What follows belongs to an exercise in optimizing a design on an open flow for small area; a production flow would make more cautious choices.
Function was checked by simulation only, so behaviour that the tests miss may differ from the original.

Setup of run 1:
## tx_dds
module tx_dds (
  input           clk,
  input           dac_dds_format,
  input           dac_data_sync,
  input           dac_valid,
  input   [15:0]  tone_1_scale,
  input   [15:0]  tone_2_scale,
  input   [15:0]  tone_1_init_offset,
  input   [15:0]  tone_2_init_offset,
  input   [15:0]  tone_1_freq_word,
  input   [15:0]  tone_2_freq_word,
  output  [11:0]  dac_dds_data
);
  reg         sync_m;
  reg         sync_pulse;
  reg  [15:0] incr_0;
  reg  [15:0] incr_1;
  reg  [15:0] phase_0;
  reg  [15:0] phase_1;
  wire [15:0] phase_0_s;
  wire [15:0] phase_1_s;
  dds_phase_add i_add_0 (.a (phase_0), .b (incr_0), .s (phase_0_s));
  dds_phase_add i_add_1 (.a (phase_1), .b (incr_1), .s (phase_1_s));
  always @(posedge clk) begin
    sync_m <= dac_data_sync;
    sync_pulse <= sync_m & ~dac_data_sync;
    incr_0 <= tone_1_freq_word;
    incr_1 <= tone_2_freq_word;
    if (dac_data_sync) begin
      phase_0 <= 16'd0;
      phase_1 <= 16'd0;
    end else if (sync_pulse) begin
      phase_0 <= tone_1_init_offset;
      phase_1 <= tone_2_init_offset;
    end else if (dac_valid) begin
      phase_0 <= phase_0_s;
      phase_1 <= phase_1_s;
    end
  end
  wire zero = dac_data_sync | sync_pulse;
  wire [13:0] sine_0;
  wire [13:0] sine_1;
  wire [15:0] scale_0;
  wire [15:0] scale_1;
  dds_tone i_tone_0 (.clk (clk), .zero (zero), .phase (phase_0[15:3]),
                     .scale (tone_1_scale), .sine (sine_0), .scale_d (scale_0));
  dds_tone i_tone_1 (.clk (clk), .zero (zero), .phase (phase_1[15:3]),
                     .scale (tone_2_scale), .sine (sine_1), .scale_d (scale_1));
  wire [13:0] qa_s;
  wire [13:0] qb_s;
  dds_mul2 i_mul (.a0 (sine_0), .b0 (scale_0), .a1 (sine_1), .b1 (scale_1),
                  .qa (qa_s), .qb (qb_s));
  reg  [13:0] qa;
  reg  [13:0] qb;
  reg  [13:0] sum;
  always @(posedge clk) begin
    qa <= qa_s;
    qb <= qb_s;
  end
  wire [13:0] sum_s;
  ...
Size: about 4100 cells after synthesis, about 110 I/O pins, roughly 43000 sq um of cells after synthesis.
==> flow/config.mk <==
export PLATFORM = sky130hd
export DESIGN_NAME = tx_dds
export DESIGN_NICKNAME = tx_dds
export VERILOG_FILES = /design/flow/design.v
export SDC_FILE = /design/flow/constraint.sdc
export NUM_CORES = 4
export LEC_CHECK = 0
export ABC_AREA = 1
export CAP_MARGIN = 5
export CORE_MARGIN = 2
export CORE_UTILIZATION = 60
export SLEW_MARGIN = 5
==> flow/constraint.sdc <==
create_clock -name core_clock -period 7.0 [get_ports {clk}]
set_input_delay 1.4000 -clock core_clock [delete_from_list [all_inputs] [get_ports {clk}]]
set_output_delay 1.4000 -clock core_clock [all_outputs]
set_load 0.01 [all_outputs]
standard.sh (not shown) runs the stock make flow with config.mk's settings and CLKGATE_MAP_FILE= SYNTH_SCRIPT=/design/flow/synth_recipe.tcl, a recipe that flattens the netlist after the stock synthesis.
==> flow/flow/run.sh <==
#!/bin/bash
# Layout with the standard flow (standard.sh), unchanged synthesis, with
# two placement/CTS options set through ORFS's own variables:
#  - port buffers use the smallest buffer (buf_1) instead of clkdlybuf4s50_1;
#  - clock tree with clkbuf_8 and larger sink clusters, without dummy loads.
set -euo pipefail
cd "$(dirname "$0")/.."
bash standard.sh synth > synth.log 2>&1
export BUFFER_PORTS_ARGS="-buffer_cell sky130_fd_sc_hd__buf_1"
export CTS_ARGS="-sink_clustering_enable -repair_clock_nets -dont_use_dummy_load -buf_list sky130_fd_sc_hd__clkbuf_8 -sink_clustering_size 20 -sink_clustering_max_diameter 50"
bash standard.sh > layout.log 2>&1
The following lists how run 2 was set up differently from run 1:
Settings: SLEW_MARGIN: 5 -> 20; CORE_UTILIZATION: 60 -> 40; CAP_MARGIN: 5 -> 20.
## What came out
Run 2 vs. run 1: final clock skew went down by 9.7 ps.
For worst stage delay on the critical path, run 2 and run 1 come out practically identical.
Run 2: global-route usage 7.6 points below run 1
The standard cells in run 2 occupy more silicon area than those in run 1 do.
Edits applied to the flow inputs when going from run 2 to run 3:
Settings: changing CORE_UTILIZATION from 40 to 60.
==> flow/flow/run.sh <==
#!/bin/bash
# Layout with the standard flow (standard.sh), unchanged synthesis, with
# two placement/CTS options set through ORFS's own variables:
#  - port buffers use the smallest buffer (buf_1) instead of clkdlybuf4s50_1;
#  - clock tree with clkbuf_16 and larger sink clusters, without dummy loads.
set -euo pipefail
cd "$(dirname "$0")/.."
bash standard.sh synth > synth.log 2>&1
export BUFFER_PORTS_ARGS="-buffer_cell sky130_fd_sc_hd__buf_1"
export CTS_ARGS="-sink_clustering_enable -repair_clock_nets -dont_use_dummy_load -buf_list sky130_fd_sc_hd__clkbuf_16 -sink_clustering_size 30 -sink_clustering_max_diameter 60"
bash standard.sh > layout.log 2>&1
Notes after the runs:
- Run 3 | stages: all done | timing, DRC, antenna: all pass
- In run 3 the clock-buffer cell count turned out 26 lower than in run 2.
- Compared with run 2, run 3 shows a global-route wire length before repair that is 1900 um higher.
- For routed wire length, run 3 and run 2 come out practically identical.
- | initial antenna violation count | higher: run 2 |
- Run 3: die boundary height 18% below run 2
- Summary of run 3 over run 2: share of final layout cell area taken by clock buffers and inverters rose 0.50 points; final cell count fell 490; number of standard-cell rows in the floorplan fell 22; total half-perimeter wirelength after legalization and detailed placement fell 0.88%; hold path depth about even.
- The timing startpoint of the critical path comes out phase_0[0]$_SDFFE_PP0P_ in one run and incr_1[0]$_DFF_P_ in the other, namely in run 2 and run 3 respectively.
Modified inputs, run 4 compared to run 3
Settings: changing CORE_UTILIZATION from 60 to 40.
==> comparison <==
- | maximum frequency | run 3 vs run 4 | ≈ equal |
- Taking run 3 as the reference point, the clock skew of run 4 rises by 52 ps.
- Summary of the comparison: via count is lower in run 4, relative to run 3.
- Diff run 4..run 3 | critical-path maximum fanout | unchanged
- Diff run 3 -> run 4 | multi-input gate share of total cell area | decrease of 0.74 points
- Run 4 against run 3: wire length held; post-route core utilization saw a decrease; first-pass GRT wire length went down by 2200 um.
- On number of nets with antenna violations after detailed routing, run 4 and run 3 are neck and neck.
Inputs modified between run 4 and run 5:
Settings: a change of SLEW_MARGIN from 20 to 5; a change of CORE_UTILIZATION from 40 to 70; a change of CAP_MARGIN from 20 to 5.
==> flow/flow/run.sh <==
#!/bin/bash
# Layout with the standard flow (standard.sh), unchanged synthesis, with
# two placement/CTS options set through ORFS's own variables:
#  - port buffers use the smallest buffer (buf_1) instead of clkdlybuf4s50_1;
#  - clock tree with clkbuf_8 and larger sink clusters, without dummy loads.
set -euo pipefail
cd "$(dirname "$0")/.."
bash standard.sh synth > synth.log 2>&1
export BUFFER_PORTS_ARGS="-buffer_cell sky130_fd_sc_hd__buf_1"
export CTS_ARGS="-sink_clustering_enable -repair_clock_nets -dont_use_dummy_load -buf_list sky130_fd_sc_hd__clkbuf_8 -sink_clustering_size 20 -sink_clustering_max_diameter 50"
bash standard.sh > layout.log 2>&1
==> comparison <==
Delta (run 5 minus run 4): global-route wire length before repair grew by about 1.6%; effective utilization at floorplan grew by 30 points.
Run 4 ended up with phase_0[0]$_SDFFE_PP0P_ as its launch point of the worst path; run 5 ended up with incr_1[0]$_DFF_P_.
#### Input delta (run 6 over run 5)
Settings: CORE_UTILIZATION now 60, was 70.
diff --git a/flow/flow/run.sh b/flow/flow/run.sh
--- a/flow/flow/run.sh
+++ b/flow/flow/run.sh
@@ -9,3 +9,3 @@
 export BUFFER_PORTS_ARGS="-buffer_cell sky130_fd_sc_hd__buf_1"
-export CTS_ARGS="-sink_clustering_enable -repair_clock_nets -dont_use_dummy_load -buf_list sky130_fd_sc_hd__clkbuf_8 -sink_clustering_size 20 -sink_clustering_max_diameter 50"
+export CTS_ARGS="-sink_clustering_enable -repair_clock_nets -dont_use_dummy_load -buf_list sky130_fd_sc_hd__clkbuf_8 -sink_clustering_size 22 -sink_clustering_max_diameter 50"
 bash standard.sh > layout.log 2>&1
==> comparison <==
- The flow did not stop early for run 6: all stages ran, and the layout cleared the timing, DRC and antenna checks.
- Arrival time of the worst setup path: run 6 > run 5
- Run 5 -> run 6: total count of hold-check failures in the final report delta 0, exact match
- Run 6 leaves less setup margin than run 5.
- Average wire per cell in the routed design came out lower on run 6 than on run 5.
- Run 5 → run 6: post-layout instance area rose about 0.6%; first-pass GRT wire length about even; wire length fell 0.36%.

-- port drivers added, routing unchanged --
How much do the figures lean on ideal ports? The routed layouts below were timed once more, with nothing changed but the port constraints.
Step 1, drivers: a clkbuf_16 drives clk and a buf_2 each remaining input, both assumed.
Step 2 adds t to the input delays and takes it off the output delays; t is the mean of the earliest and latest rising clock arrival at the registers after step 1. Input paths then give back, and output paths get back, about the clock's delay inside the block.
a / b / c = no drivers / after step 1 / after step 2; a / b = the first two.
| run | t, ns | setup WS [ns] | worst data-port slew with drivers (ns) | pins driven straight from the clock port |
|---|---|---|---|---|
| run 1 | 0.710 | 0.269 / 0.269 / 0.269 | 0.05 | 1 |
| run 2 | 0.714 | 0.332 / 0.332 / 0.332 | 0.07 | 1 |
| run 3 | 0.660 | 0.281 / 0.281 / 0.281 | 0.05 | 1 |
| run 4 | 0.653 | 0.294 / 0.294 / 0.294 | 0.07 | 1 |
| run 5 | 0.695 | 0.312 / 0.312 / 0.312 | 0.04 | 1 |
| run 6 | 0.721 | 0.298 / 0.298 / 0.298 | 0.05 | 1 |
After both steps every run listed still meets setup and hold.
